What follows belongs to an exercise in optimizing a design on an open flow for small area, a short achievable clock period and few clock cycles; a production flow would make more cautious choices.
In this exercise RTL edits were held to simulation tests only and were not proved equivalent to the original.
No activity file was given, so power comes from the tool's default toggle rates.

Setup of alpha:
==> flow/design.v <==
module processor (clk,rst,imem_addr,imem_data,dmem_addr,dmem_wdata,dmem_we,dmem_re,dmem_rdata,stat);
    input clk;
    input rst;                   
    output [7:0] imem_addr;
    input [79:0] imem_data;
    output [7:0] dmem_addr;
    output [63:0] dmem_wdata;
    output dmem_we;
    output dmem_re;
    input [63:0] dmem_rdata;
    output [3:0] stat;           
    localparam [3:0] S_AOK = 4'b1000, S_HLT = 4'b0100, S_ADR = 4'b0010, S_INS = 4'b0001;
    integer i;
    reg [7:0]  pc;
    reg [6:0]  pc_hi;            
    reg        x_live;           
    reg [3:0]  x_stat;           
    reg        x_cmov, x_rm, x_mr, x_opq, x_call, x_ret, x_push, x_pop;
    reg        x_retf;           
    reg        x_ldp;            
    reg        x_stp;            
    reg        x_retx;           
    reg        x_rspb;           
    reg        x_sub, x_and, x_xor;
    reg [3:0]  x_fn;
    reg [14:0] x_selA, x_selB;   
    reg [3:0]  x_dst;
    reg        x_wmem;           
    reg [63:0] x_valC;           
    reg [8:0]  x_valP;           
    reg [7:0]  x_ag, x_ap;       
    reg        sb_valid;         
    reg [7:0]  sb_addr;
    reg [63:0] sb_data;
    reg        cc_zf, cc_lt;     
    reg        stopped;
    reg [3:0]  stop_stat;
    reg [63:0] rf [0:14];
    function cond(input [3:0] fn, input zf, input lt);
        case (fn)
            4'h0: cond = 1'b1;
            4'h1: cond = lt | zf;
            4'h2: cond = lt;
            4'h3: cond = zf;
            4'h4: cond = ~zf;
            4'h5: cond = ~lt;
            4'h6: cond = ~lt & ~zf;
            default: cond = 1'b0;
        endcase
    endfunction
    function [63:0] addsk(input [63:0] x, input [63:0] y, input cin);
        reg [63:0] g, p, G, P;
        reg [63:0] c;
        integer l, k, j;
        begin
            g = x & y; p = x ^ y;
            G = g; P = p;
            G[0] = g[0] | (p[0] & cin);
            for (l = 0; l < 6; l = l + 1)
                for (k = 0; k < 64; k = k + 1)
                    if ((k >> l) & 1) begin
                        j = ((k >> l) << l) - 1;
                        G[k] = G[k] | (P[k] & G[j]);
                        P[k] = P[k] & P[j];
                    end
            c = {G[62:0], cin};
            addsk = p ^ c;
        end
    endfunction
    reg [63:0] valA, valB;
    always @(*) begin
        valA = 64'd0;
        valB = 64'd0;
        for (i = 0; i < 15; i = i + 1) begin
            valA = valA | ({64{x_selA[i]}} & rf[i]);
            valB = valB | ({64{x_selB[i]}} & rf[i]);
        end
    end
    wire [63:0] valY = (x_opq | x_cmov) ? (valA ^ {64{x_sub}}) : x_valC;
    wire [63:0] sum = addsk(valB, valY, x_sub);
    wire [63:0] pp = valB ^ valY;
    wire [63:0] gg = valB & valY;
    wire [63:0] oo = valB | valY;
    wire [63:0] valE = x_and ? gg : x_xor ? pp : sum;
    wire zf_sum = (pp == {oo[62:0], x_sub});
    wire e_zf = x_and ? (gg == 64'd0) : x_xor ? (pp == 64'd0) : zf_sum;
    wire n63 = x_sub ? (valY[63] ^ (&valY[62:0])) : valY[63];
    wire e_lt = x_and ? gg[63] : x_xor ? pp[63] : ((n63 == valB[63]) ? valB[63] : sum[63]);
    reg  [8:0]  lo_sum;
    always @(*) begin : lo_add
        reg [7:0] G, P;
        integer l, k, j;
        G = x_ag; P = x_ap;
        for (l = 0; l < 3; l = l + 1)
            for (k = 0; k < 8; k = k + 1)
                if ((k >> l) & 1) begin
                    j = ((k >> l) << l) - 1;
                    G[k] = G[k] | (P[k] & G[j]);
                    P[k] = P[k] & P[j];
                end
        lo_sum = {G[7], x_ap ^ {G[6:0], 1'b0}};
    end
    wire        sum_ok = (pp[8] == lo_sum[8]) & (pp[63:9] == oo[62:8]);
    wire        x_addr_rsp = x_pop | x_ret;
    wire        x_memop = x_rm | x_mr | x_call | x_ret | x_push | x_pop;
    wire        addr_ok = x_addr_rsp ? (valB[63:8] == 56'd0) : sum_ok;
    wire        mem_bad = x_memop & ~addr_ok;
    wire x_go = x_live & ~stopped & (x_stat == S_AOK);
    wire port_ld = x_ldp & ~stopped;
    wire ret_rd = ~sb_valid & ~x_rspb;
    assign dmem_addr  = port_ld ? lo_sum[7:0] : sb_valid ? sb_addr : rf[4][7:0];
    assign dmem_wdata = sb_data;
    assign dmem_we    = sb_valid & ~port_ld;
    assign dmem_re    = 1'b1;
    wire [63:0] rdata = (sb_valid & (sb_addr == lo_sum[7:0])) ? sb_data : dmem_rdata;
    always @(posedge clk) begin
        if (rst)
            sb_valid <= 1'b0;
        else if (x_stp & ~stopped & addr_ok)
            sb_valid <= 1'b1;
        else if (~port_ld)
            sb_valid <= 1'b0;
    end
    always @(posedge clk) begin
        if (x_stp & ~stopped) begin
            sb_addr <= lo_sum[7:0];
            sb_data <= x_call ? {55'd0, x_valP} : valA;
        end
    end
    wire [63:0] wval = x_wmem ? rdata : valE;
    wire        w1 = x_go & (x_dst != 4'hF) & (~x_cmov | cond(x_fn, cc_zf, cc_lt));
    wire        w2 = x_go & x_pop;                   
    wire        we1 = w1;
    wire        we2 = w2;
    function [63:0] rf_init(input integer k);
        case (k)
            1: rf_init = 64'd1;   2: rf_init = 64'd2;   3: rf_init = 64'd3;
            4: rf_init = 64'd14;  7: rf_init = 64'd18;  8: rf_init = 64'd30;
            9: rf_init = 64'd20;  10: rf_init = 64'd22; 13: rf_init = 64'd1;
            14: rf_init = 64'd10;
            default: rf_init = 64'd0;
        endcase
    endfunction
    wire [63:0] wd0 = wval & {64{~rst}};
    wire [63:0] wd1 = wval | {64{rst}};
    wire [63:0] wr4 = valE & {64{~rst}};
    always @(posedge clk) begin
        for (i = 0; i < 15; i = i + 1) begin
            if (rst || (we1 && x_dst == i))
                rf[i] <= (rf_init(i) & wd1) | (~rf_init(i) & wd0);
            else if (i == 4 && we2)
                rf[i] <= wr4;
        end
    end
    always @(posedge clk) begin
        if (rst) begin
            cc_zf <= 1'b0;
            cc_lt <= 1'b0;
        end else if (x_go & x_opq) begin
            cc_zf <= e_zf;
            cc_lt <= e_lt;
        end
    end
    always @(posedge clk) begin
        if (rst) begin
            stopped <= 1'b0;
            stop_stat <= S_AOK;
        end else if (x_live & ~stopped & ((x_stat != S_AOK) | mem_bad)) begin
            stopped <= 1'b1;
            stop_stat <= (x_stat != S_AOK) ? x_stat : S_ADR;
        end
    end
    assign stat = stopped ? stop_stat : (x_live ? x_stat : S_AOK);
    assign imem_addr = pc;
    wire [3:0]  f_icode = imem_data[79:76];
    wire [3:0]  f_ifun  = imem_data[75:72];
    wire [3:0]  f_rA    = imem_data[71:68];
    wire [3:0]  f_rB    = imem_data[67:64];
    wire [63:0] f_valC  = imem_data[63:0];
    wire [63:0] f_dest  = imem_data[71:8];
    wire pc_bad = |pc_hi;
    wire f_ok = ~pc_bad & (f_icode != 4'h0) & (f_icode < 4'hC);
    wire [3:0] f_stat = pc_bad ? S_ADR : (f_icode >= 4'hC) ? S_INS :
                        (f_icode == 4'h0) ? S_HLT : S_AOK;
    wire f_cmov = f_icode == 4'h2;
    wire f_opq  = f_icode == 4'h6;
    wire f_call = f_icode == 4'h8;
    wire f_usesA = f_cmov | (f_icode == 4'h4) | f_opq | (f_icode == 4'hA);
    wire f_usesB = (f_icode == 4'h4) | (f_icode == 4'h5) | f_opq;
    wire f_stack = f_call | (f_icode == 4'h9) | (f_icode == 4'hA) | (f_icode == 4'hB);
    wire f_down  = f_call | (f_icode == 4'hA);
    reg [7:0] rdB;
    always @(*) begin
        rdB = 8'd0;
        for (i = 0; i < 15; i = i + 1)
            rdB = rdB | ({8{f_rB == i}} & rf[i][7:0]);
    end
    wire [7:0] fwdB = (w1 & (f_rB == x_dst)) ? wval[7:0] : (w2 & (f_rB == 4'd4)) ? valE[7:0] : rdB;
    wire [7:0] fwdS = (w1 & (x_dst == 4'd4)) ? wval[7:0] : w2 ? valE[7:0] : rf[4][7:0];
    wire [7:0] f_ab = f_stack ? fwdS : fwdB;
    wire [7:0] f_aoff = f_down ? 8'hF8 : f_stack ? 8'h00 : f_valC[7:0];
    wire nz = (x_live & x_opq) ? e_zf : cc_zf;
    wire nl = (x_live & x_opq) ? e_lt : cc_lt;
    wire f_taken = f_call | ((f_icode == 4'h7) & cond(f_ifun, nz, nl));
    wire f_retf = f_ok & (f_icode == 4'h9) & ret_rd;
    function [6:0] hi7(input [63:0] v);
        integer k;
        for (k = 0; k < 7; k = k + 1)
            hi7[k] = |v[8*k+8 +: 8];
    endfunction
    wire [8:0] pc1  = {1'b0, pc} + 9'd1;
    wire [8:0] pc2  = {1'b0, pc} + 9'd2;
    wire [8:0] pc9  = {1'b0, pc} + 9'd9;
    wire [8:0] pc10 = {1'b0, pc} + 9'd10;
    reg  [8:0] f_valP;
    always @(*) begin
        case (f_icode)
            4'h2, 4'h6, 4'hA, 4'hB: f_valP = pc2;
            4'h3, 4'h4, 4'h5: f_valP = pc10;
            4'h7, 4'h8: f_valP = pc9;
            default: f_valP = pc1;
        endcase
    end
    always @(posedge clk) begin
        if (rst) begin
            pc <= 8'd0;
            pc_hi <= 7'd0;
        end else if (x_retx) begin
            pc <= rdata[7:0];
            pc_hi <= hi7(rdata);
        end else if (f_retf) begin
            pc <= dmem_rdata[7:0];
            pc_hi <= hi7(dmem_rdata);
        end else if (f_taken) begin
            pc <= f_dest[7:0];
            pc_hi <= hi7(f_dest);
        end else begin
            pc <= f_valP[7:0];
            pc_hi <= {6'd0, f_valP[8]};
        end
    end
    always @(posedge clk) begin
        if (rst)
            x_live <= 1'b0;
        else
            x_live <= ~x_retx;
    end
    wire f_go = ~rst & ~x_retx & f_ok;       
    always @(posedge clk) begin
        x_ldp  <= f_go & ((f_icode == 4'h5) | (f_icode == 4'hB) | ((f_icode == 4'h9) & ~f_retf));
        x_stp  <= f_go & ((f_icode == 4'h4) | (f_icode == 4'hA) | f_call);
        x_retx <= f_go & (f_icode == 4'h9) & ~f_retf;
        x_rspb <= f_go & ((f_icode == 4'h4) | (f_icode == 4'h5) | f_stack |
                          (((f_icode == 4'h2) | (f_icode == 4'h3) | f_opq) & (f_rB == 4'd4)));
    end
    always @(posedge clk) begin
        x_stat  <= f_stat;
        x_cmov  <= f_ok & f_cmov;
        x_rm    <= f_ok & (f_icode == 4'h4);
        x_mr    <= f_ok & (f_icode == 4'h5);
        x_opq   <= f_ok & f_opq;
        x_call  <= f_ok & f_call;
        x_ret   <= f_ok & (f_icode == 4'h9);
        x_retf  <= f_retf;
        x_push  <= f_ok & (f_icode == 4'hA);
        x_pop   <= f_ok & (f_icode == 4'hB);
        x_sub   <= f_opq & (f_ifun[1:0] == 2'd1);
        x_and   <= f_opq & (f_ifun[1:0] == 2'd2);
        x_xor   <= f_opq & (f_ifun[1:0] == 2'd3);
        x_fn    <= f_ifun;
        for (i = 0; i < 15; i = i + 1) begin
            x_selA[i] <= f_usesA & (f_rA == i);
            x_selB[i] <= f_stack ? (i == 4) : f_usesB & (f_rB == i);
        end
        case (f_icode)
            4'h2, 4'h3, 4'h6: x_dst <= f_rB;
            4'h5, 4'hB:       x_dst <= f_rA;
            4'h8, 4'h9, 4'hA: x_dst <= 4'd4;
            default:          x_dst <= 4'hF;
        endcase
        x_wmem <= (f_icode == 4'h5) | (f_icode == 4'hB);
        x_valC <= f_down ? 64'hFFFF_FFFF_FFFF_FFF8 : f_stack ? 64'd8 : f_valC;
        x_valP <= f_valP;
        x_ag   <= f_ab & f_aoff;
        x_ap   <= f_ab ^ f_aoff;
    end
endmodule
export LEC_CHECK = 0
export CAP_MARGIN = 40
export CORE_MARGIN = 2
export CORE_UTILIZATION = 55
export CTS_CLUSTER_DIAMETER = 110
export CTS_CLUSTER_SIZE = 24
export SLEW_MARGIN = 40
create_clock -name core_clock -period 32.0 [get_ports {clk}]
standard.sh (not shown) runs the stock make flow with config.mk's settings and CLKGATE_MAP_FILE= SYNTH_SCRIPT=/design/flow/synth_recipe.tcl, a recipe that flattens the netlist after the stock synthesis.
==> flow/flow/run.sh <==
#!/bin/bash
# The standard layout, with buf_4 as the buffer on every port in place of
# the default choice (a slow delay cell).
set -euo pipefail
export BUFFER_PORTS_ARGS="-buffer_cell sky130_fd_sc_hd__buf_4"
bash standard.sh finish > standard.log 2>&1
Testbench counts of alpha, summed over its fixed seeds: cycles 35,385.
Setup changes, alpha to beta
--- a/flow/design.v
+++ b/flow/design.v
@@ -25,13 +25,16 @@
     reg [3:0]  x_fn;
     reg [14:0] x_selA, x_selB;   
     reg [3:0]  x_dst;
     reg        x_wmem;           
     reg [63:0] x_valC;           
     reg [8:0]  x_valP;           
-    reg [7:0]  x_ag, x_ap;       
+    reg [7:0]  x_ap;             
+    reg [6:0]  x_ac;             
+    reg [2:0]  x_aq;             
+    reg        x_c1;
     reg        sb_valid;         
     reg [7:0]  sb_addr;
     reg [63:0] sb_data;
     reg        cc_zf, cc_lt;     
     reg        stopped;
     reg [3:0]  stop_stat;
@@ -83,26 +86,20 @@
     wire [63:0] oo = valB | valY;
     wire [63:0] valE = x_and ? gg : x_xor ? pp : sum;
     wire zf_sum = (pp == {oo[62:0], x_sub});
     wire e_zf = x_and ? (gg == 64'd0) : x_xor ? (pp == 64'd0) : zf_sum;
     wire n63 = x_sub ? (valY[63] ^ (&valY[62:0])) : valY[63];
     wire e_lt = x_and ? gg[63] : x_xor ? pp[63] : ((n63 == valB[63]) ? valB[63] : sum[63]);
-    reg  [8:0]  lo_sum;
-    always @(*) begin : lo_add
-        reg [7:0] G, P;
-        integer l, k, j;
-        G = x_ag; P = x_ap;
-        for (l = 0; l < 3; l = l + 1)
-            for (k = 0; k < 8; k = k + 1)
-                if ((k >> l) & 1) begin
-                    j = ((k >> l) << l) - 1;
-                    G[k] = G[k] | (P[k] & G[j]);
-                    P[k] = P[k] & P[j];
-                end
-        lo_sum = {G[7], x_ap ^ {G[6:0], 1'b0}};
-    end
+    wire a_c2 = x_ac[0];
+    wire a_c3 = x_ac[1] | (x_ap[2] & a_c2);
+    wire a_c4 = x_ac[4] | (x_aq[0] & a_c2);
+    wire a_c5 = x_ac[2] | (x_ap[4] & a_c4);
+    wire a_c6 = x_ac[5] | (x_aq[1] & a_c4);
+    wire a_c7 = x_ac[3] | (x_ap[6] & a_c6);
+    wire a_c8 = x_ac[6] | (x_aq[2] & a_c6);
+    wire [8:0] lo_sum = {a_c8, x_ap ^ {a_c7, a_c6, a_c5, a_c4, a_c3, a_c2, x_c1, 1'b0}};
     wire        sum_ok = (pp[8] == lo_sum[8]) & (pp[63:9] == oo[62:8]);
     wire        x_addr_rsp = x_pop | x_ret;
     wire        x_memop = x_rm | x_mr | x_call | x_ret | x_push | x_pop;
     wire        addr_ok = x_addr_rsp ? (valB[63:8] == 56'd0) : sum_ok;
     wire        mem_bad = x_memop & ~addr_ok;
     wire x_go = x_live & ~stopped & (x_stat == S_AOK);
@@ -196,12 +193,14 @@
             rdB = rdB | ({8{f_rB == i}} & rf[i][7:0]);
     end
     wire [7:0] fwdB = (w1 & (f_rB == x_dst)) ? wval[7:0] : (w2 & (f_rB == 4'd4)) ? valE[7:0] : rdB;
     wire [7:0] fwdS = (w1 & (x_dst == 4'd4)) ? wval[7:0] : w2 ? valE[7:0] : rf[4][7:0];
     wire [7:0] f_ab = f_stack ? fwdS : fwdB;
     wire [7:0] f_aoff = f_down ? 8'hF8 : f_stack ? 8'h00 : f_valC[7:0];
+    wire [7:0] f_ag = f_ab & f_aoff;
+    wire [7:0] f_ap = f_ab ^ f_aoff;
     wire nz = (x_live & x_opq) ? e_zf : cc_zf;
     wire nl = (x_live & x_opq) ? e_lt : cc_lt;
     wire f_taken = f_call | ((f_icode == 4'h7) & cond(f_ifun, nz, nl));
     wire f_retf = f_ok & (f_icode == 4'h9) & ret_rd;
     function [6:0] hi7(input [63:0] v);
         integer k;
@@ -278,10 +277,14 @@
             4'h8, 4'h9, 4'hA: x_dst <= 4'd4;
             default:          x_dst <= 4'hF;
         endcase
         x_wmem <= (f_icode == 4'h5) | (f_icode == 4'hB);
         x_valC <= f_down ? 64'hFFFF_FFFF_FFFF_FFF8 : f_stack ? 64'd8 : f_valC;
         x_valP <= f_valP;
-        x_ag   <= f_ab & f_aoff;
-        x_ap   <= f_ab ^ f_aoff;
+        x_ap   <= f_ap;
+        x_c1   <= f_ag[0];
+        x_ac   <= {f_ag[7] | (f_ap[7] & f_ag[6]), f_ag[5] | (f_ap[5] & f_ag[4]),
+                   f_ag[3] | (f_ap[3] & f_ag[2]), f_ag[6], f_ag[4], f_ag[2],
+                   f_ag[1] | (f_ap[1] & f_ag[0])};
+        x_aq   <= {f_ap[7] & f_ap[6], f_ap[5] & f_ap[4], f_ap[3] & f_ap[2]};
     end
 endmodule
Notes after the runs:
NOTE via count alpha->beta decreased slightly. Relative to alpha, starting density of the core has gone up in beta. alpha → beta: I/O pin count ~0 delta; number of violations of the max-capacitance limit stayed essentially flat; share of the cycle needed by the critical path after routing shows a reduction of 1.1 points. Peak supply drop of beta exceeds that of alpha slightly. Number of nets in the synthesized netlist: alpha and beta compared, higher one is alpha. Sequential share of cell area, alpha and beta: smaller value in alpha. The post-synthesis average cell area was comparable across alpha and beta. alpha → beta: combinational group share of total power stayed essentially flat, count of inverters not on the clock network in the layout went up about 1.2%, clock share of power decreased 0.2 points. In the tables for alpha and beta, worst-skew pair later-pin latency reads lower with beta.
Testbench counts of beta, summed over its fixed seeds: cycles 35,385.

[what the ideal ports hide]
No port has a modelled driver above. Below, the same layouts with a new extraction and two added sets of constraints.
Step 1 assumes that a clkbuf_16 drives the clock port and a buf_2 every other input.
Step 2 moves the port delays by t, midway between the first and last clock arrival at a register: inputs arrive t later, outputs are due t later. That takes back most of the time a late clock gives input paths.
a / b / c = ideal / step 1 / step 2; a / b = the first two.
run	t (ns)	setup WS [ns]	latest minus earliest clock arrival (ns)	pins driven straight from the clock port
alpha	0.830	22.657 / 22.577 / 22.521	0.042 / 0.042	1
beta	0.801	22.999 / 23.031 / 22.230	0.045 / 0.045	1
After both steps setup and hold are still met in every run listed. For beta, which loses most, drivers alone change the setup slack by +0.032 ns; drivers and shift together by -0.769 ns.
